Background: an optimization exercise with open tools, aiming at small area. Do not read the settings as production practice.
Function was checked by simulation only, so behaviour that the tests miss may differ from the original.
No driver is modelled on the clock port, so clocking that relies on it looks cheaper here than on a real chip.
Power figures rest on the tool's default switching activity, not on a simulated workload.

alpha:
==> flow/design.v (excerpt) <==
module Rs232_Controller(clk,reset,data_in,Rs232_Rxd,start_flag,data_out,done_flag,Rs232_Txd);
export LEC_CHECK = 0
export CAP_MARGIN = 20
export CORE_MARGIN = 2
export CORE_UTILIZATION = 40
export SLEW_MARGIN = 20
create_clock -name core_clock -period 10.0 [get_ports {clk}]
standard.sh (not shown) runs the stock make flow with config.mk's settings and CLKGATE_MAP_FILE= SYNTH_SCRIPT=/design/flow/synth_recipe.tcl, a recipe that flattens the netlist after the stock synthesis.
==> flow/flow/run.sh <==
#!/bin/bash
# Standard layout with three changes:
#  - the combinational logic of the standard synthesis is mapped again for
#    area (resynth.tcl, with each flow/resynth_*.abc script, keeping the
#    smallest); the registers are kept exactly as synthesised, and
#    equiv.tcl proves the new netlist equal to the standard one;
#  - the smallest buffer (buf_1) on each input and output port;
#  - clock tree synthesis without dummy loads, then each clock buffer
#    downsized while every flip-flop clock pin's slew stays under 100 ps
#    (post_cts.tcl).
set -euo pipefail
ARGS=("BUFFER_PORTS_ARGS=-buffer_cell sky130_fd_sc_hd__buf_1"
      "CTS_ARGS=-sink_clustering_enable -repair_clock_nets -dont_use_dummy_load"
      "POST_CTS_TCL=$PWD/flow/post_cts.tcl" "CLK_LEAF_SLEW_NS=0.100")
bash standard.sh "${ARGS[@]}" synth > standard_synth.log 2>&1

RES=orfs/results/$FLOW_PLATFORM/Rs232_Controller/base
export LIB=$FLOW_HOME/platforms/sky130hd/lib/sky130_fd_sc_hd__tt_025C_1v80.lib
export TOP=$FLOW_TOP
export IN=$PWD/std_1_2_yosys.v
export OUT=$PWD/resynth_1_2_yosys.v
cp $RES/1_2_yosys.v "$IN"
export SEQ_CELLS="$(grep -oE 'sky130_fd_sc_hd__(e|s|se)?df[a-z0-9_]+|sky130_fd_sc_hd__s?dl[a-z]*[xr][a-z0-9_]*|sky130_fd_sc_hd__s?dlclkp[a-z0-9_]*' "$IN" | sort -u | tr '\n' ' ')"
export DONT_USE="$(sed -n '/^export DONT_USE_CELLS/,/^$/p' $FLOW_HOME/platforms/sky130hd/config.mk | grep -oE 'sky130_fd_sc_hd__[a-z0-9_]+' | sed 's/^/-dont_use /' | tr '\n' ' ')"
# Map with each ABC script and keep the smallest result.
best=""; best_area=""
for abc in flow/resynth_*.abc; do
  tag=$(basename "$abc" .abc)
  ABC_SCRIPT=$PWD/$abc OUT=$PWD/$tag.v yosys -c flow/resynth.tcl > $tag.log 2>&1
  area=$(grep "Chip area" $tag.log | tail -1 | awk '{print $NF}')
  echo "$tag $area" >> resynth_areas.txt
  if [[ -z "$best" ]] || awk -v a="$area" -v b="$best_area" 'BEGIN{exit !(a < b)}'; then
    best=$tag; best_area=$area
  fi
done
echo "chosen $best $best_area" >> resynth_areas.txt
cp $best.v "$OUT"
yosys -c flow/check.tcl > check.log 2>&1
yosys -c flow/equiv.tcl > equiv.log 2>&1
cp "$OUT" $RES/1_2_yosys.v

bash standard.sh "${ARGS[@]}" finish > standard.log 2>&1
==> flow/flow/post_cts.tcl <==
# ORFS POST_CTS_TCL hook: downsize the clock tree's buffers. Each clkbuf,
# leaves (those driving only flip-flop clock pins) first, takes the smallest
# size at which the worst slew over all flip-flop clock pins, with placement
# parasitics, stays at or below CLK_LEAF_SLEW_NS.
set limit [expr {[info exists ::env(CLK_LEAF_SLEW_NS)] ? $::env(CLK_LEAF_SLEW_NS) : 0.100}]
set sizes {sky130_fd_sc_hd__clkbuf_1 sky130_fd_sc_hd__clkbuf_2 sky130_fd_sc_hd__clkbuf_4 sky130_fd_sc_hd__clkbuf_8 sky130_fd_sc_hd__clkbuf_16}
set ::post_cts_clk_pins {}
foreach p [get_pins -hierarchical */CLK] { lappend ::post_cts_clk_pins $p }
proc worst_clk_slew {} {
  set w 0
  foreach p $::post_cts_clk_pins {
    set s [get_property $p slew_max]
    if {$s > $w} { set w $s }
  }
  return $w
}
set leaves {}
set others {}
foreach inst [get_cells -hierarchical *] {
  if {![string match sky130_fd_sc_hd__clkbuf_* [get_property $inst ref_name]]} { continue }
  set out [get_pins -of_objects $inst -filter "direction == output"]
  set leaf 1
  foreach p [get_pins -of_objects [get_nets -of_objects $out] -filter "direction == input"] {
    if {[get_property $p name] ne "CLK"} { set leaf 0; break }
  }
  if {$leaf} { lappend leaves $inst } else { lappend others $inst }
}
estimate_parasitics -placement
puts "post_cts: worst clock pin slew [format %.1f [expr {[worst_clk_slew] * 1e3}]] ps before"
foreach inst [concat $leaves $others] {
  set ref [get_property $inst ref_name]
  foreach cell $sizes {
    if {$cell eq $ref} { break }
    replace_cell $inst [get_lib_cells */$cell]
    estimate_parasitics -placement
    if {[worst_clk_slew] <= $limit} {
      puts "post_cts: [get_name $inst] $ref -> $cell"
      set ref $cell
      break
    }
    replace_cell $inst [get_lib_cells */$ref]
    estimate_parasitics -placement
  }
}
puts "post_cts: worst clock pin slew [format %.1f [expr {[worst_clk_slew] * 1e3}]] ps after"
Other scripts of this flow, unchanged in this note and not shown: flow/flow/check.tcl, flow/flow/equiv.tcl, flow/flow/resynth.tcl, flow/flow/resynth_a.abc, flow/flow/resynth_c.abc, flow/flow/resynth_e.abc, flow/flow/resynth_k.abc, flow/flow/resynth_p.abc, flow/flow/resynth_q.abc
[inputs] beta vs alpha
diff --git a/flow/flow/run.sh b/flow/flow/run.sh
--- a/flow/flow/run.sh
+++ b/flow/flow/run.sh
@@ -9 +9 @@
-#    downsized while every flip-flop clock pin's slew stays under 100 ps
+#    downsized while every flip-flop clock pin's slew stays under 110 ps
@@ -14 +14,2 @@
-      "POST_CTS_TCL=$PWD/flow/post_cts.tcl" "CLK_LEAF_SLEW_NS=0.100")
+      "POST_CTS_TCL=$PWD/flow/post_cts.tcl" "CLK_LEAF_SLEW_NS=0.110"
+      "RECOVER_POWER=100")
==> comparison <==
beta ends up with a required arrival time at the worst endpoint that is 0.13 ns higher than in alpha. | path depth of the worst reg2reg path | beta vs alpha | 2 lower |. Compared with alpha, beta is the less power-hungry design. beta reports its start point of the critical path as tx.byte_count[2] while alpha reports reset. Cell count of the worst hold path: alpha vs beta identical. Reported for alpha and beta, global-route usage turned out identical to the last digit. | beta | all stages done | FAIL | max-capacitance violations, max-slew violations |. On count of buffers from port buffering, alpha and beta are basically level. Compared beta against alpha; met2 usage in global routing within noise. Diff alpha -> beta: routed length on met3 went up, worst-margin pin slew went up.
Input-level comparison between gamma and beta:
diff --git a/flow/flow/run.sh b/flow/flow/run.sh
--- a/flow/flow/run.sh
+++ b/flow/flow/run.sh
@@ -14,2 +14 @@
-      "POST_CTS_TCL=$PWD/flow/post_cts.tcl" "CLK_LEAF_SLEW_NS=0.110"
-      "RECOVER_POWER=100")
+      "POST_CTS_TCL=$PWD/flow/post_cts.tcl" "CLK_LEAF_SLEW_NS=0.110")
### Flow results
gamma completed end to end with timing, DRC and antenna clean.
Data arrival time of the worst path (lower): gamma
gamma reports its destination of the critical timing path as start_flag while beta reports Rx.data_out[52].
From gamma to beta, post-detailed-route count of antenna-violating nets did not move at all.
On sum of routed wire length over all layers, beta tracks gamma almost exactly.
In the reports for gamma and beta, the larger slew at the pin closest to its max-slew limit belongs to beta.
Diff beta -> gamma | top achievable clock speed | increase of 34%
Higher worst-case setup margin in the final layout among gamma and beta: gamma
Between gamma and beta, the via count is higher for beta.
Modified inputs, delta compared to gamma
Settings: CORE_UTILIZATION: 40 -> 55.
## What came out
delta -> gamma: number of nets in the layout flat
gamma vs delta, critical path class: register to primary output vs input port to register
gamma reports its timing startpoint of the critical path as tx.byte_count[0] while delta reports reset.
delta vs gamma: combinational cell fraction of total power down
On layout buffering overhead excluding clock cells, delta tracks gamma almost exactly.

[separate check: timing with driven ports]
In the flow no input, the clock included, has a driving cell. The finished layouts below were timed again as built, in two steps. Step 1, drivers: a clkbuf_16 drives clk and a buf_2 each remaining input, both assumed. Step 2 moves the port delays by t, midway between the first and last clock arrival at a register: inputs arrive t later, outputs are due t later. That takes back most of the time a late clock gives input paths. Three values: ideal ports, drivers, drivers and shift; two values: the first two.
| run | shift t [ns] | slack for setup (ns) | worst setup path after step 2 |
|---|---|---|---|
| alpha | 0.360 | 6.480 / 6.489 / 6.129 | input to register |
| beta | 0.488 | 5.387 / 5.387 / 5.387 | register to register |
| gamma | 0.487 | 6.553 / 6.525 / 6.148 | input to register |
| delta | 0.484 | 6.554 / 6.537 / 6.076 | input to register |
For delta, which loses most, drivers alone change the setup slack by -0.017 ns; drivers and shift together by -0.478 ns.
